Context: an optimization exercise on an open-source flow, tuned for small area, a short achievable clock period and few clock cycles per item. The choices shown serve that exercise and are no tape-out recipe.
Only simulation tests tie the RTL to the original design; equivalence was not proved.
Power figures rest on the tool's default switching activity, not on a simulated workload.

[design/flow/design.v]
module mp_cache_data_array(
    clk0,csb0,web0,wmask0,addr0,din0,dout0
  );
  parameter NUM_WMASKS = 32 ;
  parameter DATA_WIDTH = 256 ;
  parameter ADDR_WIDTH = 4 ;
  parameter RAM_DEPTH = 1 << ADDR_WIDTH;
  input  clk0;  
  input   csb0;  
  input  web0;  
  input [ADDR_WIDTH-1:0]  addr0;
  input [NUM_WMASKS-1:0]   wmask0;  
  input [DATA_WIDTH-1:0]  din0;
  output [DATA_WIDTH-1:0] dout0;
  reg  web0_reg;
  reg [NUM_WMASKS-1:0]   wmask0_reg;
  reg [ADDR_WIDTH-1:0]  addr0_reg;
  reg [DATA_WIDTH-1:0]  din0_reg;
  reg [DATA_WIDTH-1:0]  dout0;
  always @(posedge clk0)
  begin
    if( !csb0 ) begin
      web0_reg <= web0;
      wmask0_reg <= wmask0;
      addr0_reg <= addr0;
      din0_reg <= din0;
    end
  end
  wire [DATA_WIDTH*RAM_DEPTH-1:0] mem_flat;
  genvar r, b;
  generate
    for (r = 0; r < RAM_DEPTH; r = r + 1) begin : row
      reg [DATA_WIDTH-1:0] q;
      for (b = 0; b < NUM_WMASKS; b = b + 1) begin : lane
        always @(posedge clk0)
          if (!web0_reg && addr0_reg == r && wmask0_reg[b])
            q[b*8 +: 8] <= din0_reg[b*8 +: 8];
      end
      assign mem_flat[r*DATA_WIDTH +: DATA_WIDTH] = q;
    end
  endgenerate
  always @ (*)
  begin : MEM_READ0
    dout0 = mem_flat[addr0_reg*DATA_WIDTH +: DATA_WIDTH];
  end
endmodule
module mp_cache_tag_array(
    clk0,csb0,web0,addr0,din0,dout0
  );
  parameter DATA_WIDTH = 24 ;
  parameter ADDR_WIDTH = 4 ;
  parameter RAM_DEPTH = 1 << ADDR_WIDTH;
  input  clk0;  
  input   csb0;  
  input  web0;  
  input [ADDR_WIDTH-1:0]  addr0;
  input [DATA_WIDTH-1:0]  din0;
  output [DATA_WIDTH-1:0] dout0;
  reg  web0_reg;
  reg [ADDR_WIDTH-1:0]  addr0_reg;
  reg [DATA_WIDTH-1:0]  din0_reg;
  reg [DATA_WIDTH-1:0]  dout0;
  always @(posedge clk0)
  begin
    if( !csb0 ) begin
      web0_reg <= web0;
      addr0_reg <= addr0;
      din0_reg <= din0;
    end
  end
  wire [DATA_WIDTH*RAM_DEPTH-1:0] mem_flat;
  genvar r;
  generate
    for (r = 0; r < RAM_DEPTH; r = r + 1) begin : row
      reg [DATA_WIDTH-1:0] q;
      always @(posedge clk0)
        if (!web0_reg && addr0_reg == r)
          q <= din0_reg;
      assign mem_flat[r*DATA_WIDTH +: DATA_WIDTH] = q;
    end
  endgenerate
  always @ (*)
  begin : MEM_READ0
    dout0 = mem_flat[addr0_reg*DATA_WIDTH +: DATA_WIDTH];
  end
endmodule
module valid_array #(
            parameter               S_INDEX     = 4,
            parameter               WIDTH       = 1
)(
    input   logic                   clk0,
    input   logic                   rst0,
    input   logic                   csb0,
    input   logic                   web0,
    input   logic   [S_INDEX-1:0]   addr0,
    input   logic   [WIDTH-1:0]     din0,
    output  logic   [WIDTH-1:0]     dout0
);
            localparam              NUM_SETS    = 2**S_INDEX;
            logic                   web0_reg;
            logic   [S_INDEX-1:0]   addr0_reg;
            logic   [WIDTH-1:0]     din0_reg;
            logic   [WIDTH-1:0]     internal_array [NUM_SETS];
    always_ff @(posedge clk0) begin
        if (rst0) begin
            web0_reg  <= 1'b1;
            addr0_reg <= 'x;
            din0_reg  <= 'x;
        end else begin
            if (!csb0) begin
                web0_reg  <= web0;
                addr0_reg <= addr0;
                din0_reg  <= din0;
            end
        end
    end
    always_ff @(posedge clk0) begin
        if (rst0) begin
            for (int i = 0; i < NUM_SETS; i++) begin
                internal_array[i] <= '0;
            end
        end else begin
            if (!web0_reg) begin
                internal_array[addr0_reg] <= din0_reg;
            end
        end
    end
    always_comb begin
        dout0 = internal_array[addr0_reg];
    end
endmodule : valid_array
module lru_array #(
            parameter               S_INDEX     = 4,
            parameter               WIDTH       = 3
)(
    input   logic                   clk0,
    input   logic                   rst0,
    input   logic                   csb0,
    input   logic                   web0,
    input   logic   [S_INDEX-1:0]   addr0,
    input   logic   [WIDTH-1:0]     din0,
    output  logic   [WIDTH-1:0]     dout0,
    input   logic                   csb1,
    input   logic                   web1,
    input   logic   [S_INDEX-1:0]   addr1,
    input   logic   [WIDTH-1:0]     din1,
    output  logic   [WIDTH-1:0]     dout1
);
            localparam              NUM_SETS    = 2**S_INDEX;
            logic                   web0_reg;
            logic   [S_INDEX-1:0]   addr0_reg;
            logic   [WIDTH-1:0]     din0_reg;
            logic                   web1_reg;
            logic   [S_INDEX-1:0]   addr1_reg;
            logic   [WIDTH-1:0]     din1_reg;
            logic   [WIDTH-1:0]     internal_array [NUM_SETS];
    always_ff @(posedge clk0) begin
        if (rst0) begin
            web0_reg  <= 1'b1;
            addr0_reg <= 'x;
            din0_reg  <= 'x;
            web1_reg  <= 1'b1;
            addr1_reg <= 'x;
            din1_reg  <= 'x;
        end else begin
            if (!csb0) begin
                web0_reg  <= web0;
                addr0_reg <= addr0;
                din0_reg  <= din0;
            end
            if (!csb1) begin
                web1_reg  <= web1;
                addr1_reg <= addr1;
                din1_reg  <= din1;
            end
        end
    end
    always_ff @(posedge clk0) begin
        if (rst0) begin
            for (int i = 0; i < NUM_SETS; i++) begin
                internal_array[i] <= '0;
            end
        end else begin
            if (!web0_reg) begin
                internal_array[addr0_reg] <= din0_reg;
            end
            if (!web1_reg) begin
                internal_array[addr1_reg] <= din1_reg;
            end
        end
    end
    always_comb begin
        dout0 = (!web1_reg && (addr0_reg==addr1_reg)) ? din1_reg : internal_array[addr0_reg];
        dout1 = internal_array[addr1_reg];
    end
endmodule : lru_array
module cache (
    input   logic           clk,
    input   logic           rst,
    input   logic   [31:0]  ufp_addr,
    input   logic   [3:0]   ufp_rmask,
    input   logic   [3:0]   ufp_wmask,
    output  logic   [31:0]  ufp_rdata,
    input   logic   [31:0]  ufp_wdata,
    output  logic           ufp_resp,
    output  logic   [31:0]  dfp_addr,
    output  logic           dfp_read,
    output  logic           dfp_write,
    input   logic   [255:0] dfp_rdata,
    output  logic   [255:0] dfp_wdata,
    input   logic           dfp_resp
);
logic [255:0] line_q  [8];
logic [25:0]  tag_q   [8];
logic [7:0]   valid_q ;
logic [7:0]   dirty_q ;
logic [2:0]   plru_q  [2];
logic         st_wb ;       
logic         st_rd ;       
logic         resp_r ;
logic         wrhit_r ;     
logic [31:0]  rdata_r ;
logic [255:0] wb_r ;
logic [25:0]  dtag_r ;      
logic [31:2]  addr_r ;
logic [31:0]  wdata_r ;
logic [3:0]   wmask_r ;
logic [7:0]   lsel_r ;      
wire ready  = ~st_wb & ~st_rd ;
wire accept = ready & ((|ufp_rmask) | (|ufp_wmask)) ;
wire is_wr  = |ufp_wmask ;
wire        in_set = ufp_addr[5] ;
wire [25:0] in_tag = ufp_addr[31:6] ;
wire [2:0]  in_off = ufp_addr[4:2] ;
logic [7:0] hit8 ;
logic [3:0] hitv ;
logic [3:0] vic ;
logic [3:0] vic0, vic1 ;    
logic [2:0] p ;
logic [2:0] pnext ;
logic [3:0] wayv ;
logic [7:0] lsel ;
logic [7:0] vsel ;
logic       hit ;
logic       vdirty ;
logic [25:0] vtag ;
always_comb
begin
   for (int l = 0; l < 8; l++)
      hit8[l] = valid_q[l] && (tag_q[l] == in_tag) ;
   hitv = in_set ? hit8[7:4] : hit8[3:0] ;
   hit  = |hitv ;
   p    = in_set ? plru_q[1] : plru_q[0] ;
   vic  = in_set ? vic1 : vic0 ;
   wayv = hit ? hitv : vic ;
   lsel = in_set ? {wayv, 4'b0000} : {4'b0000, wayv} ;
   vsel = in_set ? {vic, 4'b0000} : {4'b0000, vic} ;
   vdirty = 1'b0 ;
   vtag   = '0 ;
   for (int l = 0; l < 8; l++) begin
      vdirty = vdirty | (vsel[l] & valid_q[l] & dirty_q[l]) ;
      vtag   = vtag | ({26{vsel[l]}} & tag_q[l]) ;
   end
   pnext = p ;
   if (wayv[0]) pnext = {p[2], 2'b11} ;
   if (wayv[1]) pnext = {p[2], 2'b01} ;
   if (wayv[2]) pnext = {1'b1, p[1], 1'b0} ;
   if (wayv[3]) pnext = {1'b0, p[1], 1'b0} ;
end
logic [7:0]  hsel ;
logic [31:0] hword ;
logic        fwd ;
always_comb
begin
   hsel  = {{4{in_set}} & hit8[7:4], {4{~in_set}} & hit8[3:0]} ;
   hword = '0 ;
   for (int l = 0; l < 8; l++)
      hword = hword | ({32{hsel[l]}} & line_q[l][in_off*32 +: 32]) ;
   fwd = wrhit_r && (ufp_addr[31:2] == addr_r) ;
   for (int b = 0; b < 4; b++)
      if (fwd && wmask_r[b])
         hword[b*8 +: 8] = wdata_r[b*8 +: 8] ;
end
logic [3:0]   wsel0, wsel1 ;
logic         wset ;
logic [255:0] vline0, vline1, vline ;
always_comb
begin
   vic0[0] = plru_q[0][1:0] == 2'b00 ;
   vic0[1] = plru_q[0][1:0] == 2'b10 ;
   vic0[2] = {plru_q[0][2],plru_q[0][0]} == 2'b01 ;
   vic0[3] = {plru_q[0][2],plru_q[0][0]} == 2'b11 ;
   vic1[0] = plru_q[1][1:0] == 2'b00 ;
   vic1[1] = plru_q[1][1:0] == 2'b10 ;
   vic1[2] = {plru_q[1][2],plru_q[1][0]} == 2'b01 ;
   vic1[3] = {plru_q[1][2],plru_q[1][0]} == 2'b11 ;
   wsel0 = ready ? vic0 : lsel_r[3:0] ;
   wsel1 = ready ? vic1 : lsel_r[7:4] ;
   wset  = ready ? in_set : addr_r[5] ;
   vline0 = '0 ;
   vline1 = '0 ;
   for (int w = 0; w < 4; w++) begin
      vline0 = vline0 | ({256{wsel0[w]}} & line_q[w]) ;
      vline1 = vline1 | ({256{wsel1[w]}} & line_q[4+w]) ;
   end
   vline = wset ? vline1 : vline0 ;
end
wire fill = st_rd & dfp_resp ;
logic [31:0]  wbyte ;        
logic [31:0]  we ;           
logic [255:0] din ;
always_comb
begin
   for (int b = 0; b < 32; b++) begin
      wbyte[b] = (addr_r[4:2] == b/4) && wmask_r[b%4] ;
      we[b]    = fill || (wrhit_r && wbyte[b]) ;
      din[b*8 +: 8] = wbyte[b] ? wdata_r[(b%4)*8 +: 8] : dfp_rdata[b*8 +: 8] ;
   end
end
generate for (genvar l = 0; l < 8; l++) begin : lines
   for (genvar b = 0; b < 32; b++) begin : bytes
      always_ff @(posedge clk)
         if (lsel_r[l] && we[b])
            line_q[l][b*8 +: 8] <= din[b*8 +: 8] ;
   end
   always_ff @(posedge clk)
      if (fill && lsel_r[l])
         tag_q[l] <= addr_r[31:6] ;
   always_ff @(posedge clk)
      if (rst)
         valid_q[l] <= 1'b0 ;
      else if (fill && lsel_r[l])
         valid_q[l] <= 1'b1 ;
   always_ff @(posedge clk)
      if (fill && lsel_r[l])
         dirty_q[l] <= |wmask_r ;
      else if (wrhit_r && lsel_r[l])
         dirty_q[l] <= 1'b1 ;
end endgenerate
always_ff @(posedge clk)
begin
   if (rst) begin
      st_wb   <= 1'b0 ;
      st_rd   <= 1'b0 ;
      resp_r  <= 1'b0 ;
      wrhit_r <= 1'b0 ;
      plru_q[0] <= '0 ;
      plru_q[1] <= '0 ;
   end
   else begin
      resp_r  <= 1'b0 ;
      wrhit_r <= 1'b0 ;
      if (accept) begin
         plru_q[in_set] <= pnext ;
         if (hit) begin
            resp_r  <= 1'b1 ;
            wrhit_r <= is_wr ;
         end
         else begin
            st_wb <= vdirty ;
            st_rd <= ~vdirty ;
         end
      end
      if (st_wb && dfp_resp) begin
         st_wb <= 1'b0 ;
         st_rd <= 1'b1 ;
      end
      if (fill) begin
         st_rd  <= 1'b0 ;
         resp_r <= 1'b1 ;
      end
   end
end
always_ff @(posedge clk)
begin
   if (ready) begin
      addr_r  <= ufp_addr[31:2] ;
      wdata_r <= ufp_wdata ;
      wmask_r <= ufp_wmask ;
      lsel_r  <= lsel ;
      dtag_r  <= vdirty ? vtag : in_tag ;
   end
   else if (st_wb && dfp_resp)
      dtag_r  <= addr_r[31:6] ;
end
always_ff @(posedge clk)
begin
   wb_r    <= vline ;
   rdata_r <= st_rd ? dfp_rdata[addr_r[4:2]*32 +: 32] : hword ;
end
assign ufp_resp  = resp_r ;
assign ufp_rdata = rdata_r ;
assign dfp_read  = st_rd ;
assign dfp_write = st_wb ;
assign dfp_addr  = {dtag_r, addr_r[5], 5'b00000} ;
assign dfp_wdata = wb_r ;
endmodule
[design/flow/flow/run.sh]
#!/bin/bash
# Standard layout (settings from config.mk) with two changes: ports are
# buffered with buf_1 (resized later where timing needs it), and
# repair_timing aims for 7.2 ns of setup slack so that it keeps improving
# the achieved period.  make's output goes to flow.log.
set -euo pipefail
bash standard.sh SETUP_SLACK_MARGIN=7.2 "BUFFER_PORTS_ARGS=-buffer_cell sky130_fd_sc_hd__buf_1" finish > flow.log 2>&1
[design/flow/config.mk]
export PLATFORM = sky130hd
export DESIGN_NAME = cache
export DESIGN_NICKNAME = cache
export VERILOG_FILES = /design/flow/design.v
export SDC_FILE = /design/flow/constraint.sdc
export NUM_CORES = 4
export LEC_CHECK = 0
export CAP_MARGIN = 35
export CORE_MARGIN = 2
export CORE_UTILIZATION = 50
export CTS_CLUSTER_DIAMETER = 80
export CTS_CLUSTER_SIZE = 20
export SLEW_MARGIN = 35
export SYNTH_MEMORY_MAX_BITS = 65536
[design/flow/standard.sh]
#!/bin/bash
# synth_recipe.tcl (not shown) runs the flow's synth.tcl, then flattens the netlist and writes it again
# the make line also repeats each setting of config.mk as NAME=value (left out here)
make -C /OpenROAD-flow-scripts/flow DESIGN_CONFIG=/design/flow/config.mk WORK_HOME=/design/flow/orfs CLKGATE_MAP_FILE= SYNTH_SCRIPT=/design/flow/synth_recipe.tcl "${@:-finish}"
[design/flow/constraint.sdc]
create_clock -name core_clock -period 11.0 [get_ports {clk}]
set_input_delay 2.2000 -clock core_clock [delete_from_list [all_inputs] [get_ports {clk}]]
set_output_delay 2.2000 -clock core_clock [all_outputs]
set_load 0.01 [all_outputs]
==> results.txt, run 1 <==
status finished clean; Max Cap Viol 0; Worst Setup Start Kind primary input; Hold Path Sink valid_q[2]; die area 238,000 um2; Rows roughly 180; Crit Path Class in2reg; Final ANT Viol Nets 0; DP HPWL 313 mm; grt ovf 0; ranking of synthesized cells by area edfxtp_1 61%, mux4_2 11%, a22oi_1 7.0%; Vias/cell 7.46; setup tns final 0 ns; vias in the first global route ~78,000; WL met2 ~210 mm; pin count of the biggest net entering global routing between 100 and 150; total number of vias 83,300; cell count after synthesis 7,206; layout cells sized above 1 26.0%; final clock skew 0.0421 ns; All-Layer GR Usage 42.0%; clock latency (worst-skew pair) 0.90 ns; async set-reset flop share out of synthesis 0%; Seq cells post-synth around 2,700; initial core utilization 50.3%; Die Y 488 um; share of the synthesized area in the top cell type 60.8%; Power Total around 22 mW; CP required between 10 and 15 ns; mean post-synth cell area 16.3 um2; Final period util between 30% and 40%; area grow syn2layout 16.6%; antenna violations before repair 31; gp weighted congestion 0.959; IO Count 654; Final Hold Fails 0; Root Buffer clkbuf_16; commonest non-fill, non-tap cells in the layout 2,370 x edfxtp_1, 1,088 x a22oi_1, 613 x buf_1; Yosys warning count 3; type of destination of the critical path flip-flop; Pleak ~43 nW; HP Start valid_q[2]; die width 488 um; Core Region roughly 230,000 um2; Tightest Hold Check Type reg2reg; clk sinks between 2,000 and 3,000; wire per inst 45.8 um; post-synthesis cell area 117,000 um2; WL met3 84.5 mm; reg2reg end wb_r[38]; Met1 Wirelength around 180 mm; RSZ-0062 raised after global routing yes; Post-synth EDFFs approximately 2,400; Worst Path Arrival roughly 4.8 ns; DRC violations left 0; Port Buffers 646; # setup viols final 0; Initial DRC Count 15,400; Worst slew margin 31.2%; RR Startpoint st_wb; nets@finish 8,209; fillcell total roughly 18,000; clk buf depth 3; Reg area 77,200 um2; hold path cells 2; H-tree levels 4; Multi-input gate area 41,300 um2; uppermost layer routed met5; cts bufs inserted 161; area leader, netlist edfxtp_1; maximum clock frequency 249 MHz; post-synthesis sequential area ratio 65.9%; CTS tree yes; TritonRoute pass-1 iters 9; Hold-fix buffers, CTS 0; first-pass GRT wire length 671 mm; Register-to-Register Path Depth 8; Final Max Slew Viols 0; most common cell after layout, fill and taps aside edfxtp_1; worst slew pin tran a little over 1 ns; clock transition at the registers of the reported paths 0.08 ns; Max VDD drop 0.000123 V; Post-Route WL 512 mm; Power Dens Cells ~160 nW/um2; Period minus WS final 4.01 ns; R2R setup slack 7.17 ns; unique cell type count in the Yosys netlist ~60; Post-synth top flop edfxtp_1; worst-path maximum fanout 11
-- layout make-up --
| class | count | area share [%] |
|---|---|---|
| Tap cell | 3132 | 2.87 |
| Clock buffer | 251 | 3.29 |
| Antenna cell | 31 | 0.0568 |
| Sequential cell | 2670 | 56.5 |
| Timing Repair Buffer | 1095 | 6.74 |
| Inverter | 11 | 0.0440 |
| Timing Repair inverter | 1 | 0.00641 |
| Multi-Input combinational cell | 3938 | 30.2 |
| Clock inverter | 40 | 0.261 |
-- where the power goes --
group	total, mW	internal [mW]	switching, mW
Combinational	3.98	1.26	2.71
Clock	6.43	2.90	3.52
Sequential	11.8	11.5	0.252
Total	22.2	15.7	6.49
-- stage by stage --
stage | hold WS, ns | worst slack [ns] | area [um2] | cells | util, %
2_1_floorplan | 0.440 | 6.66 | 119000 | 7210 | -
6_report | 0.483 | 6.99 | 137000 | 11200 | 58.7
5_1_grt | 0.529 | 7.04 | 137000 | 11100 | 58.7
3_5_place_dp | 0.462 | 4.68 | 125000 | 10600 | 53.5
4_1_cts | 0.481 | 6.94 | 135000 | 11100 | 57.8
3_3_place_gp | 0.450 | 4.61 | 124000 | 10600 | 53.1
-- worst max-delay path by stage --
stage	startpoint	to	slack, ns	depth (start not counted)
after floorplan	ufp_addr[14]	lsel_r[0]	6.66	10
after global routing	ufp_addr[10]	rdata_r[6]	7.04	11
after detailed placement	ufp_addr[30]	rdata_r[4]	4.68	9
after CTS	ufp_addr[2]	rdata_r[19]	6.94	8
after global placement	ufp_addr[6]	rdata_r[6]	4.61	9
final	ufp_addr[29]	rdata_r[6]	6.99	10
-- logic make-up (layout without fill, tap and decap cells) --
family / Yosys count / after routing / synth area share (%)
mux: 1120 / 1120 / 16.0
xor+xnor: 238 / 238 / 1.78
buf+inv: 610 / 1398 / 2.16
compound gates: 1672 / 1673 / 10.3
flops: 2670 / 2670 / 65.9
simple gates: 895 / 902 / 3.89
other cells: 1 / 36 / 0.00320
-- cell usage after synthesis, drive strengths merged, types with 38 or more instances --
cell type and count:
edfxtp 2370, a22oi 1088, mux4 576, clkbuf 427, nor2 318, dfxtp 300
a31oi 289, mux2i 288, and3 268, mux2 256, buf 172, xor2 151
o22ai 128, nand2 111, xnor2 87, nor4 42, a21oi 38
-- registers in the layout, summed over array words and instances (netlist names) --
register / cells
plru_q: 6
dtag_r: 26
wdata_r: 32
st_wb: 1
tag_q: 208
wb_r: 256
dirty_q: 8
resp_r: 1
rdata_r: 32
wmask_r: 4
lsel_r: 8
st_rd: 1
line_q: 2048
valid_q: 8
addr_r: 30
wrhit_r: 1
-- metal layers --
metal	global-route usage [%]	vias up
met3	16.9	1489
met5	0	-
met1	55.3	42300
li1	-	31300
met4	24.6	14
met2	58.5	8131
-- worst max-delay path: stages --
cell,delay [ns]
buf_4,0.19
xor2_2,0.21
nor4_1,0.44
nand4_1,0.30
or2_4,0.44
buf_12,0.17
buf_16,0.18
o22ai_1,0.23
or4_4,0.24
o221a_1,0.19
-- repair_timing --
item | CTS | global route
endpoints found under the hold margin | 0 | 0
setup endpoints to repair | 2407 | 439
buffers inserted | 103 | 59
cloned | 54 | 12
pin swaps | 49 | 84
gates resized for setup | 535 | 145
Testbench counts, summed over its fixed seeds: cycles 93,084, requests 16,000.
==> inputs of run 2 (changes only) <==
--- a/design/flow/design.v
+++ b/design/flow/design.v
@@ -313,7 +313,7 @@
 begin
    for (int b = 0; b < 32; b++) begin
       wbyte[b] = (addr_r[4:2] == b/4) && wmask_r[b%4] ;
-      we[b]    = fill || (wrhit_r && wbyte[b]) ;
+      we[b]    = st_rd || (wrhit_r && wbyte[b]) ;
       din[b*8 +: 8] = wbyte[b] ? wdata_r[(b%4)*8 +: 8] : dfp_rdata[b*8 +: 8] ;
    end
 end
@@ -324,15 +324,15 @@
             line_q[l][b*8 +: 8] <= din[b*8 +: 8] ;
    end
    always_ff @(posedge clk)
-      if (fill && lsel_r[l])
+      if (st_rd && lsel_r[l])
          tag_q[l] <= addr_r[31:6] ;
    always_ff @(posedge clk)
       if (rst)
          valid_q[l] <= 1'b0 ;
-      else if (fill && lsel_r[l])
+      else if (st_rd && lsel_r[l])
          valid_q[l] <= 1'b1 ;
    always_ff @(posedge clk)
-      if (fill && lsel_r[l])
+      if (st_rd && lsel_r[l])
          dirty_q[l] <= |wmask_r ;
       else if (wrhit_r && lsel_r[l])
          dirty_q[l] <= 1'b1 ;
--- a/design/flow/config.mk
+++ b/design/flow/config.mk
@@ -7,7 +7,7 @@
 export LEC_CHECK = 0
 export CAP_MARGIN = 35
 export CORE_MARGIN = 2
-export CORE_UTILIZATION = 50
+export CORE_UTILIZATION = 40
 export CTS_CLUSTER_DIAMETER = 80
 export CTS_CLUSTER_SIZE = 20
 export SLEW_MARGIN = 35
==> results.txt, run 2 <==
status finished clean; Seq cells post-synth 2,670; wire per inst approximately 40 um; initial core utilization 40.2%; Final period util 35.7%; post-synthesis cell area ~120,000 um2; worst slew pin tran 1.12 ns; area leader, netlist edfxtp_1; Worst slew margin ~25%; Final Hold Fails 0; count leader, synth edfxtp_1; nets@finish 8,394; max reg flops 2,048; CP required 11.78 ns; Post-synth top flop edfxtp_1; share of the synthesized area in the top cell type slightly above 60%; Biggest register line_q; unique cell type count in the Yosys netlist just under 60; Vias/cell 6.77; Tightest Hold Check Type reg2reg; clk sinks 2,670; final clock skew about 0.08 ns; Root Buffer clkbuf_16; R2R setup slack ~7.1 ns; pin count of the biggest net entering global routing 144; maximum clock frequency 255 MHz; Port Buffers around 650; commonest non-fill, non-tap cells in the layout 2,370 x edfxtp_1, 1,076 x a22oi_1, 605 x buf_1; TritonRoute pass-1 iters 6; gp weighted congestion 0.952; RR Startpoint addr_r[3]; CP Launch Point ufp_addr[11]; Power Dens Cells around 220 nW/um2; Final ANT Viol Nets 0; DP HPWL about 330 mm; die area a little under 300,000 um2; Yosys warning count 3; type of destination of the critical path flip-flop; area grow syn2layout 14.5%; # setup viols final 0; Rows ~200; clk buf depth 4; RSZ-0062 raised after global routing yes; async set-reset flop share out of synthesis 0%; IO Count 654; vias in the first global route a little under 80,000; HP Start valid_q[3]; hold path cells 2; Design Area, Final 134,000 um2; clock transition at the registers of the reported paths 0.09 ns; Max Cap Viol 0; CTS tree yes; first-pass GRT wire length 649 mm; die width 545 um; cts bufs inserted 170; Hold Path Sink valid_q[3]; Register-to-Register Path Depth 8; grt ovf 0; Crit Path Class in2reg; Worst Path Arrival 4.71 ns; cell count after synthesis 7,429; worst-path maximum fanout 21; Pleak roughly 43 nW; cell area after placement 125,000 um2; Post-synth EDFFs 2,370; Die Y 545 um; layout cells sized above 1 21.1%; post-synthesis sequential area ratio 65.9%; Period minus WS final 3.92 ns; Post-Route WL 491 mm; Worst Setup Start Kind primary input; Hold-fix buffers, CTS 0; DRC violations left 0; Max VDD drop 0.000156 V; total number of vias 82,100; setup tns final 0 ns; Synth top cells by count 2,370 x edfxtp_1, 1,076 x a22oi_1, 576 x mux4_2; biggest regs line_q x2048, wb_r x256, tag_q x208; Core Region about 290,000 um2; reg2reg end line_q[7][82]; H-tree levels 4; ranking of synthesized cells by area edfxtp_1 61%, mux4_2 11%, a22oi_1 6.9%; Initial DRC Count 14,600; Final Max Slew Viols 0; mean post-synth cell area 15.8 um2; antenna violations before repair 45; Fin Hold WS ~0.52 ns; most common cell after layout, fill and taps aside edfxtp_1; clock latency (worst-skew pair) roughly 0.90 ns; All-Layer GR Usage a little under a third
==> run 2: changes by cell type after synthesis, moves of 30 or more <==
cell / previous run / this run
mux2_2: 256 / 130
clkbuf_1: 426 / 462
or4_1: 35 / 5
nand2_1: 111 / 213
inv_1: 10 / 42
xnor2_1: 87 / 41
xor2_1: 151 / 198
a22o_1: 20 / 58
o21ai_0: 27 / 180
==> run 2: metrics by stage <==
step / util (%) / setup slack [ns] / cells / power [mW]
floorplan: - / 6.65 / 7433 / 17.8
global placement: 43.0 / 4.52 / 11700 / 21.9
detailed placement: 43.1 / 4.59 / 11700 / 22.0
CTS: 45.7 / 7.14 / 12100 / 28.9
global route: 46.0 / 7.12 / 12100 / 30.0
finish: 46.0 / 7.08 / 12100 / 29.3
==> run 2: area by class of cell <==
class / instances / area [um2]
clock buffers: 252 / 4760
well taps: 3900 / 4880
multi-input cells: 4110 / 39100
repair buffers: 1067 / 7220
clock inverters: 48 / 586
inverters: 43 / 180
fillers: 25300 / 157000
repair inverters: 1 / 8.76
flip-flops and latches: 2670 / 77200
diodes: 25 / 62.6
==> run 2: how the worst max path moves through the flow <==
stage | end | cells past startpoint | slack (ns)
final | rdata_r[24] | 10 | 7.08
after global routing | lsel_r[6] | 9 | 7.12
after CTS | rdata_r[16] | 11 | 7.14
after detailed placement | rdata_r[28] | 9 | 4.59
after global placement | rdata_r[28] | 9 | 4.52
after floorplan | plru_q[0][2] | 10 | 6.65
==> run 2: where the power goes <==
group	switching [mW]	internal [mW]	total [mW]
Sequential	0.821	12.8	13.7
Clock	3.64	3.14	6.78
Combinational	6.33	2.53	8.86
Total	10.8	18.5	29.3
==> run 2: critical path, stage by stage <==
cell and delay [ns]:
buf_4 0.20, xor2_1 0.35, nor4_4 0.10, and4_1 0.20
nand4_1 0.19, buf_12 0.25, buf_12 0.29, o22ai_1 0.16
nor3_2 0.49, a21oi_2 0.13
==> run 2: what timing repair did <==
action	in CTS	in global routing
endpoints found under the hold margin	0	0
buffers inserted	42	8
pin swaps	42	40
endpoints found under the setup margin	2786	112
gates cloned	19	9
resized for setup	331	104
==> run 2: per-layer routing <==
metal / vias up / GRT usage [%] / routed length [um]
li1: 31800 / - / -
met1: 41800 / 41.1 / 172000
met2: 7161 / 48.1 / 217000
met3: 1241 / 9.34 / 68900
met4: 10 / 18.2 / 33500
met5: - / 0 / 75
==> run 2: kinds of logic after synthesis <==
kind of cell | after synthesis | share of synthesized area [%]
AOI/OAI and AO/OA | 1806 | 10.8
xor gates and xnor gates | 239 | 1.79
buffers and inverters | 658 | 2.30
DFF | 2670 | 65.9
muxes | 994 | 14.8
other | 1 | 0.00320
and+or+nand+nor | 1061 | 4.45
Testbench counts of run 2, summed over its fixed seeds: cycles 93,084, requests 16,000.
==> inputs of run 3 (changes only) <==
--- a/design/flow/config.mk
+++ b/design/flow/config.mk
@@ -8,7 +8,7 @@
 export CAP_MARGIN = 35
 export CORE_MARGIN = 2
 export CORE_UTILIZATION = 40
-export CTS_CLUSTER_DIAMETER = 80
-export CTS_CLUSTER_SIZE = 20
+export CTS_CLUSTER_DIAMETER = 100
+export CTS_CLUSTER_SIZE = 25
 export SLEW_MARGIN = 35
 export SYNTH_MEMORY_MAX_BITS = 65536
==> results.txt, run 3 <==
Max Cap Viol 0; Pleak 42.8 nW; clock transition at the registers of the reported paths 0.10 ns; initial core utilization 40.2%; Rows 198; type of destination of the critical path flip-flop; slowest cell on the critical path and2_1; Post-Route WL just under 500 mm; Psw 10.6 mW; async set-reset flop share out of synthesis 0%; clk buf depth 4; Max VDD drop 0.000183 V; Final Max Slew Viols 0; Post-synth top flop edfxtp_1; Biggest register line_q; DRC violations left 0; nets@finish 8,371; die area just under 300,000 um2; WP buf/inv 2; Port Buffers 646; Multi-input gate area roughly 39,000 um2; cts bufs inserted 134; Initial DRC Count 14,400; dpl ws about 4.6 ns; gp weighted congestion 0.952; count leader, synth edfxtp_1; IO Count 654; critical-path cell list buf_6 > xor2_1 > nor4_2 > and4_1 > nand4_1 > buf_12 > and2_1 > nand4_1 > a21oi_1; Die Y approximately 550 um; layout cells sized above 1 20.6%; Seq cells post-synth 2,670; Power Dens Cells 213 nW/um2; fillcell total 25,400; area grow syn2layout 13.5%; Post-synth EDFFs 2,370; pin count of the biggest net entering global routing 129; Worst Path Arrival 4.59 ns; status finished clean; Design Area, Final 133,000 um2; Worst path max stage delay 0.48 ns; ranking of synthesized cells by area edfxtp_1 61%, mux4_2 11%, a22oi_1 6.9%; grt ovf 0; mean post-synth cell area between 15 and 20 um2; Worst slew margin 24.6%; Crit path max-delay family simple AND/OR/NAND/NOR gates; clock latency (worst-skew pair) 0.90 ns; Synth top cells by count 2,370 x edfxtp_1, 1,076 x a22oi_1, 576 x mux4_2; Power Total 28.4 mW; post-synthesis cell area 117,000 um2; Final Hold Fails 0; sw frac 37.3%; maximum clock frequency 257 MHz; Hold-fix buffers, CTS 0; worst slew pin tran 1.13 ns; Reg area 77,200 um2; total number of vias ~80,000; clk sinks 2,670; DP HPWL 326 mm; most numerous cell on the critical path nand4_1; die width 545 um; Root Buffer clkbuf_16; Core Region 291,000 um2; final clock skew 0.0786 ns; logic gate share of total power a little under a third; post-synthesis sequential area ratio 65.9%; most common cell after layout, fill and taps aside edfxtp_1; Internal Power 17.8 mW; cell count after synthesis 7,429; Crit Path Class in2reg; Final period util 35.4%; Reg power frac 48.1%; Clk pwr share 20.6%; worst-path maximum fanout 34; commonest non-fill, non-tap cells in the layout 2,370 x edfxtp_1, 1,076 x a22oi_1, 606 x buf_1; CTS tree yes; cell area after placement 125,000 um2; CP required 11.70 ns; vias in the first global route 77,700; Worst Setup Start Kind primary input; Tightest Hold Check Type reg2reg; # setup viols final 0; All-Layer GR Usage 32.0%; area leader, netlist edfxtp_1; share of the synthesized area in the top cell type 60.8%; first-pass GRT wire length 651 mm; antenna violations before repair 45; TritonRoute pass-1 iters 8; setup tns final 0 ns; unique cell type count in the Yosys netlist 58; Period minus WS final 3.89 ns; Yosys warning count 3; Final ANT Viol Nets 0; Vias/cell 6.78; max reg flops 2,048; biggest regs line_q x2048, wb_r x256, tag_q x208; utilization after layout 45.6%; final worst slack about 7.1 ns; H-tree levels 4; RSZ-0062 raised after global routing yes; wire per inst 40.9 um
run 3: worst paths after layout:
kind	startpoint	to	slack, ns	cells past startpoint
max	ufp_addr[31]	lsel_r[6]	7.11	9
min	valid_q[2]	valid_q[2]	0.52	2
max reg2reg	st_wb	wb_r[183]	7.17	8
min reg2reg	valid_q[2]	valid_q[2]	0.52	2
run 3: stage by stage:
step,hold slack [ns],std cells
2_1_floorplan,0.446,7433
3_3_place_gp,0.492,11700
3_5_place_dp,0.498,11700
4_1_cts,0.514,12000
5_1_grt,0.529,12100
6_report,0.521,12100
run 3: power by group through the flow:
stage	combinational [mW]	clock, mW	sequential [mW]
after global placement	8.09	0	13.8
final	8.86	5.85	13.7
after global routing	9.08	6.20	13.7
after floorplan	4.01	0	13.8
after CTS	8.52	5.87	13.6
after detailed placement	8.17	0	13.8
run 3: layout make-up:
class | count | area share [%]
clock buffer | 206 | 2.75
sequential | 2670 | 58.1
multi-input combinational | 4110 | 29.4
timing repair inverter | 1 | 0.00659
timing repair buffer | 1080 | 5.59
antenna | 29 | 0.0546
clock inverter | 25 | 0.262
tap | 3900 | 3.67
inverter | 43 | 0.136
run 3: cell families after synthesis:
| group | share of synthesized area (%) |
|---|---|
| mux | 14.8 |
| other cells | 0.00320 |
| buf+inv | 2.30 |
| simple gates | 4.45 |
| flops | 65.9 |
| compound gates | 10.8 |
| xor+xnor | 1.79 |
run 3: tightest hold or removal path: stages, from the launching register on:
cell and delay [ns]:
dfxtp_1 0.35, nor2_1 0.10, nor2_1 0.04
run 3: timing repair:
action                      CTS  global route
buffers inserted             50             9
setup endpoints to repair  2729           111
resized for setup           348            84
gates cloned                 25             9
pin swaps                    47            26
run 3: per-layer routing:
layer  vias to the layer above  GRT usage [%]  wire length [um]
li1                      31700              -                 -
met1                     41700           41.4            172000
met2                      7208           48.2            218000
met3                      1220           9.40             69900
met4                         4           18.1             34300
met5                         -              0                26
==> inputs of run 4 (changes only) <==
--- a/design/flow/design.v
+++ b/design/flow/design.v
@@ -268,14 +268,22 @@
    if (wayv[3]) pnext = {1'b0, p[1], 1'b0} ;
 end
 logic [7:0]  hsel ;
+logic [7:0]  osel ;          
+logic [31:0] lword [8] ;     
 logic [31:0] hword ;
 logic        fwd ;
 always_comb
 begin
    hsel  = {{4{in_set}} & hit8[7:4], {4{~in_set}} & hit8[3:0]} ;
+   for (int k = 0; k < 8; k++)
+      osel[k] = in_off == k ;
    hword = '0 ;
-   for (int l = 0; l < 8; l++)
-      hword = hword | ({32{hsel[l]}} & line_q[l][in_off*32 +: 32]) ;
+   for (int l = 0; l < 8; l++) begin
+      lword[l] = '0 ;
+      for (int k = 0; k < 8; k++)
+         lword[l] = lword[l] | ({32{osel[k]}} & line_q[l][k*32 +: 32]) ;
+      hword = hword | ({32{hsel[l]}} & lword[l]) ;
+   end
    fwd = wrhit_r && (ufp_addr[31:2] == addr_r) ;
    for (int b = 0; b < 4; b++)
       if (fwd && wmask_r[b])
==> results.txt, run 4 <==
status finished clean; commonest non-fill, non-tap cells in the layout 2,370 x edfxtp_1, 1,576 x a22oi_1, 617 x buf_1; die width 541 um; final clock skew 0.0892 ns; Reg power frac 49.7%; clock latency (worst-skew pair) 0.95 ns; cts bufs inserted 136; fillcell total 25,000; Worst Path Arrival 4.61 ns; initial core utilization 40.2%; vias in the first global route 88,500; clk sinks 2,670; clk buf depth 4; unique cell type count in the Yosys netlist 76; most common cell after layout, fill and taps aside edfxtp_1; max reg flops 2,048; post-synthesis cell area 116,000 um2; Biggest register line_q; gp weighted congestion approximately 1.0; Seq cells post-synth between 2,000 and 3,000; CP required 11.64 ns; cell count after synthesis 8,101; RSZ-0062 raised after global routing yes; share of the synthesized area in the top cell type 61.6%; Max VDD drop 0.000160 V; maximum clock frequency between 200 and 300 MHz; Yosys warning count 4; IO Count 654; Power Dens Cells 189 nW/um2; logic gate share of total power about a quarter; Worst Setup Start Kind primary input; first-pass GRT wire length 838 mm; layout cells sized above 1 20.2%; pin count of the biggest net entering global routing between 100 and 150; Design Area, Final 135,000 um2; Final Max Slew Viols 0; Post-Route WL 664 mm; biggest regs line_q x2048, wb_r x256, tag_q x208; Final Non-Filler Cells 12,700; Final period util 36.1%; Tightest Hold Check Type reg2reg; Die Y 541 um; Rows 197; setup tns final 0 ns; Post-synth top flop edfxtp_1; antenna violations before repair 115; cell area after placement approximately 120,000 um2; clock transition at the registers of the reported paths about 0.1 ns; Initial DRC Count between 20,000 and 25,000; Root Buffer clkbuf_16; post-synthesis sequential area ratio 66.8%; Final ANT Viol Nets 0; die area 293,000 um2; Placed Instances 12,100; H-tree levels 4; CTS tree yes; Fin Hold WS 0.516 ns; DRC violations left 0; Power Total 25.5 mW; worst-path maximum fanout between 40 and 50; mean post-synth cell area 14.3 um2; area grow syn2layout 16.9%; async set-reset flop share out of synthesis 0%; total number of vias 97,800; sw frac 36.0%; Core Region 288,000 um2; Pleak 42.1 nW; Max Cap Viol 0; Final Hold Fails 0; ranking of synthesized cells by area edfxtp_1 62%, a22oi_1 10%, dfxtp_1 5.2%; type of destination of the critical path flip-flop; R2R setup slack 7.04 ns; Period minus WS final 3.97 ns; All-Layer GR Usage 42.9%; grt ovf 0; Post-synth EDFFs 2,370; nets@finish 9,024; wire per inst 52.4 um; Synth top cells by count 2,370 x edfxtp_1, 1,585 x a22oi_1, 414 x clkbuf_1; TritonRoute pass-1 iters 12; Clk pwr share 23.9%; count leader, synth edfxtp_1; Psw 9.19 mW; DP HPWL 400 mm; Port Buffers 646; Worst slew margin between 20% and 30%; # setup viols final 0; worst slew pin tran 1.17 ns; Vias/cell 7.72; Internal Power 16.3 mW; Crit Path Class in2reg; area leader, netlist edfxtp_1
==> run 4: cell count changes after synthesis, sizes merged, moves of 69 or more <==
| cell | before | now |
|---|---|---|
| o22ai | 129 | 15 |
| mux4 | 576 | 80 |
| a221oi | 26 | 223 |
| mux2i | 288 | 132 |
| buf | 153 | 282 |
| a22o | 58 | 127 |
| mux2 | 130 | 361 |
| a21oi | 45 | 123 |
| a22oi | 1076 | 1585 |
==> run 4: logic make-up (layout without fill, tap and decap cells) <==
kind of cell / count (synthesis) / after routing / share of synthesized area (%)
mux: 573 / 573 / 6.22
flops: 2670 / 2670 / 66.8
buf+inv: 708 / 1389 / 2.70
xor+xnor: 238 / 238 / 1.80
compound gates: 2686 / 2686 / 17.0
other cells: 1 / 98 / 0.00325
simple gates: 1225 / 1233 / 5.44
==> run 4: what timing repair did <==
item,4_1_cts,5_1_grt
hold buffers,0,0
setup endpoints to repair,1660,190
cloned,39,19
hold endpoints to repair,0,0
buffers inserted,124,54
resized for setup,400,193
pin swaps,50,63
==> run 4: metal layers <==
| metal | global-route usage (%) | wire length (um) | up-vias |
|---|---|---|---|
| li1 | - | - | 34500 |
| met1 | 51.4 | 217000 | 48400 |
| met2 | 57.5 | 258000 | 11600 |
| met3 | 22.4 | 121000 | 3150 |
| met4 | 33.2 | 67000 | 96 |
| met5 | 0.773 | 1020 | - |
==> run 4: path summary, 6_finish.rpt <==
| path | start | endpoint | cells after the start |
|---|---|---|---|
| min reg2reg | valid_q[6] | valid_q[6] | 2 |
| max reg2reg | addr_r[2] | line_q[5][100] | 6 |
| min | valid_q[6] | valid_q[6] | 2 |
| max | ufp_addr[5] | wb_r[8] | 6 |
==> run 4: worst max-delay path: stages <==
cell and delay [ns]:
buf_8 0.23, nand2_1 0.15, nand2_4 0.41, buf_12 0.32, buf_6 0.59, a31oi_1 0.49
==> run 4: through the flow <==
step / setup slack [ns] / utilization, %
after detailed placement: 4.32 / 43.2
after floorplan: 6.78 / -
final: 7.03 / 46.9
after CTS: 7.06 / 46.1
after global routing: 7.08 / 46.9
after global placement: 3.83 / 42.7
==> run 4: power groups by stage <==
| stage | sequential [mW] | clock, mW | combinational (mW) |
|---|---|---|---|
| 2_1_floorplan | 12.8 | 0 | 2.57 |
| 3_3_place_gp | 12.9 | 0 | 5.72 |
| 3_5_place_dp | 12.9 | 0 | 5.86 |
| 4_1_cts | 12.6 | 6.04 | 6.16 |
| 5_1_grt | 12.7 | 6.34 | 6.62 |
| 6_report | 12.7 | 6.10 | 6.74 |
==> run 4: layout make-up <==
type | count | area, um2 | share of cell area [%]
sequential | 2670 | 77200 | 57.2
antenna | 93 | 233 | 0.172
clock inverter | 32 | 415 | 0.308
inverter | 12 | 57.6 | 0.0426
tap | 3781 | 4730 | 3.50
clock buffer | 207 | 3750 | 2.78
multi-input combinational | 4735 | 39400 | 29.2
timing repair buffer | 1138 | 9280 | 6.88
Testbench counts of run 4, summed over its fixed seeds: cycles 93,084, requests 16,000.
==> inputs of run 5 (changes only) <==
--- a/design/flow/design.v
+++ b/design/flow/design.v
@@ -268,22 +268,14 @@
    if (wayv[3]) pnext = {1'b0, p[1], 1'b0} ;
 end
 logic [7:0]  hsel ;
-logic [7:0]  osel ;          
-logic [31:0] lword [8] ;     
 logic [31:0] hword ;
 logic        fwd ;
 always_comb
 begin
    hsel  = {{4{in_set}} & hit8[7:4], {4{~in_set}} & hit8[3:0]} ;
-   for (int k = 0; k < 8; k++)
-      osel[k] = in_off == k ;
    hword = '0 ;
-   for (int l = 0; l < 8; l++) begin
-      lword[l] = '0 ;
-      for (int k = 0; k < 8; k++)
-         lword[l] = lword[l] | ({32{osel[k]}} & line_q[l][k*32 +: 32]) ;
-      hword = hword | ({32{hsel[l]}} & lword[l]) ;
-   end
+   for (int l = 0; l < 8; l++)
+      hword = hword | ({32{hsel[l]}} & line_q[l][in_off*32 +: 32]) ;
    fwd = wrhit_r && (ufp_addr[31:2] == addr_r) ;
    for (int b = 0; b < 4; b++)
       if (fwd && wmask_r[b])
==> design/flow/flow/run.sh (replaced) <==
#!/bin/bash
# Standard layout (settings from config.mk) with two changes: ports are
# buffered with buf_1 (resized later where timing needs it), and
# repair_timing aims for 7.5 ns of setup slack so that it keeps improving
# the achieved period.  make's output goes to flow.log.
set -euo pipefail
bash standard.sh SETUP_SLACK_MARGIN=7.5 "BUFFER_PORTS_ARGS=-buffer_cell sky130_fd_sc_hd__buf_1" finish > flow.log 2>&1
--- a/design/flow/config.mk
+++ b/design/flow/config.mk
@@ -8,7 +8,7 @@
 export CAP_MARGIN = 35
 export CORE_MARGIN = 2
 export CORE_UTILIZATION = 40
-export CTS_CLUSTER_DIAMETER = 100
-export CTS_CLUSTER_SIZE = 25
+export CTS_CLUSTER_DIAMETER = 80
+export CTS_CLUSTER_SIZE = 20
 export SLEW_MARGIN = 35
 export SYNTH_MEMORY_MAX_BITS = 65536
==> results.txt, run 5 <==
async set-reset flop share out of synthesis 0%; Crit Path Class in2reg; mean post-synth cell area 15.8 um2; Hold-fix buffers, CTS 0; CP required 11.79 ns; Post-synth top flop edfxtp_1; grt ovf 0; count leader, synth edfxtp_1; share of the synthesized area in the top cell type around three fifths; Fin Hold WS 0.515 ns; Synth top cells by count 2,370 x edfxtp_1, 1,076 x a22oi_1, 576 x mux4_2; first-pass GRT wire length 654 mm; final clock skew 0.0669 ns; vias in the first global route 79,300; antenna violations before repair 54; Final Hold Fails 0; RR Startpoint st_rd; area grow syn2layout 17.7%; wire per inst between 40 and 50 um; Port Buffers 646; Tightest Hold Check Type reg2reg; DP HPWL 325 mm; area leader, netlist edfxtp_1; layout cells sized above 1 28.6%; clock latency (worst-skew pair) 0.92 ns; fillcell total 24,900; initial core utilization 40.2%; total number of vias 83,200; worst-path maximum fanout 11; Worst Setup Start Kind primary input; Power Dens Cells 221 nW/um2; HP Start valid_q[5]; Post-Route WL about 500 mm; final worst slack roughly 7.1 ns; Core Region 291,000 um2; clock transition at the registers of the reported paths 0.09 ns; die width 545 um; gp weighted congestion 0.983; Worst slew margin 28.9%; Seq cells post-synth 2,670; Max VDD drop 0.000181 V; Power Total between 30 and 40 mW; RSZ-0062 raised after global routing yes; Final Non-Filler Cells 12,200; maximum clock frequency 255 MHz; Yosys warning count 3; post-synthesis sequential area ratio 65.9%; setup tns final 0 ns; cell count after synthesis 7,429; most common cell after layout, fill and taps aside edfxtp_1; post-synthesis cell area around 120,000 um2; Biggest register line_q; Period minus WS final 3.92 ns; Die Y 545 um; Worst Path Arrival 4.71 ns; clk sinks about 2,700; type of destination of the critical path flip-flop; H-tree levels 4; Root Buffer clkbuf_16; Rows 198; Max Cap Viol 0; die area about 300,000 um2; status finished clean; All-Layer GR Usage between 30% and 40%; max reg flops roughly 2,000; biggest regs line_q x2048, wb_r x256, tag_q x208; dpl ws 4.73 ns; DRC violations left 0; cell area after placement 126,000 um2; nets@finish between 8,000 and 9,000; TritonRoute pass-1 iters 8; Final period util 35.6%; Pleak 45.2 nW; Final Max Slew Viols 0; utilization after layout 47.3%; worst slew pin tran around 1.1 ns; unique cell type count in the Yosys netlist 58; IO Count 654; commonest non-fill, non-tap cells in the layout 2,370 x edfxtp_1, 1,076 x a22oi_1, 576 x mux4_2; Design Area, Final 138,000 um2; CP Launch Point ufp_addr[30]; clk buf depth 4; Final ANT Viol Nets 0; ranking of synthesized cells by area edfxtp_1 61%, mux4_2 11%, a22oi_1 6.9%; cts bufs inserted 170; Placed Instances roughly 12,000; Post-synth EDFFs 2,370; pin count of the biggest net entering global routing 152; Initial DRC Count 15,100; Vias/cell 6.83; CTS tree yes; # setup viols final 0
run 5: cell count changes in the layout (fill, tap and decap cells not counted), moves of 98 or more:
cell and delta:
a21oi_1 -98, mux2i_1 +156, mux2_2 -229, buf_6 +197, dfxtp_1 -183, mux4_2 +496, a221oi_1 -155, buf_1 -316
a22oi_1 -500, dfxtp_2 +146, nor2_4 -129, nor2_1 +114
run 5: power by group:
part / switching [mW] / internal, mW
logic: 6.52 / 3.25
registers: 0.889 / 12.9
clock network: 3.65 / 3.16
run 5: per-layer routing:
layer	part of all wire, %	track usage, %	vias up
li1	-	-	31900
met1	35	41.7	42200
met2	44	48.0	7675
met3	15	9.38	1413
met4	7.1	18.1	18
met5	0.034	0.130	-
run 5: path summary, 6_finish.rpt:
| path | end | slack, ns | cells past startpoint |
|---|---|---|---|
| hold reg to reg | valid_q[5] | 0.52 | 2 |
| setup / recovery | rdata_r[22] | 7.08 | 10 |
| hold / removal | valid_q[5] | 0.52 | 2 |
| setup reg to reg | wb_r[92] | 7.35 | 8 |
run 5: layout make-up:
class	count	area [um2]	share of cell area [%]
Timing Repair Buffer	1133	9830	7.14
Clock buffer	260	4720	3.42
Tap cell	3900	4880	3.54
Sequential cell	2670	77500	56.3
Antenna cell	18	45.0	0.0327
Clock inverter	48	619	0.449
Multi-Input combinational cell	4111	40000	29.0
Inverter	43	168	0.122
run 5: kinds of logic (layout without fill, tap and decap cells):
kind of cell,count (synthesis),after routing,synth area share [%]
multiplexers,994,994,14.8
other,1,23,0.00320
AO/OA/AOI/OAI,1806,1807,10.8
XOR/XNOR,239,239,1.79
buffers and inverters,658,1484,2.30
flip-flops,2670,2670,65.9
AND/OR/NAND/NOR,1061,1066,4.45
run 5: worst max-delay path, stage by stage:
cell,delay (ns)
buf_16,0.13
xnor2_2,0.12
nand4_1,0.27
or4_4,0.63
nor4_4,0.29
buf_6,0.25
buf_4,0.14
a21o_4,0.24
nor3_1,0.14
a21oi_4,0.27
run 5: repair_timing:
action / in CTS / in global routing
resized for setup: 1027 / 362
buffers inserted: 51 / 43
cloned: 20 / 18
pin swaps: 65 / 76
setup endpoints to repair: 1367 / 591
Testbench counts of run 5, summed over its fixed seeds: cycles 93,084, requests 16,000.

## separate check: timing with driven ports
No port has a modelled driver above. Below, the same layouts with a new extraction and two added sets of constraints. Step 1: set_driving_cell puts a clkbuf_16 on clk and a buf_2 on each other input, an assumption about the parent block. Step 2 moves the port delays by t, midway between the first and last clock arrival at a register: inputs arrive t later, outputs are due t later. That takes back most of the time a late clock gives input paths. a / b / c = ideal / step 1 / step 2; a / b = the first two.
| run | shift t [ns] | setup slack, ns | hold slack, ns | slew at the worst register clock pin (ns) | cell pins on the clock port's net |
|---|---|---|---|---|---|
| run 1 | 0.970 | 6.986 / 6.940 / 5.971 | 0.483 / 0.483 / 0.483 | 0.09 / 0.09 | 1 |
| run 2 | 0.974 | 7.076 / 7.041 / 6.068 | 0.517 / 0.517 / 0.517 | 0.09 / 0.09 | 1 |
| run 3 | 0.965 | 7.105 / 7.075 / 6.110 | 0.521 / 0.521 / 0.521 | 0.11 / 0.11 | 1 |
| run 4 | 1.001 | 7.032 / 6.856 / 5.855 | 0.516 / 0.516 / 0.516 | 0.12 / 0.12 | 1 |
| run 5 | 0.984 | 7.080 / 7.025 / 6.060 | 0.515 / 0.515 / 0.515 | 0.09 / 0.09 | 1 |
After both steps every run listed still meets setup and hold. The setup slack of run 4, which loses most, moves by -0.176 ns with the drivers and by -1.177 ns with both steps.
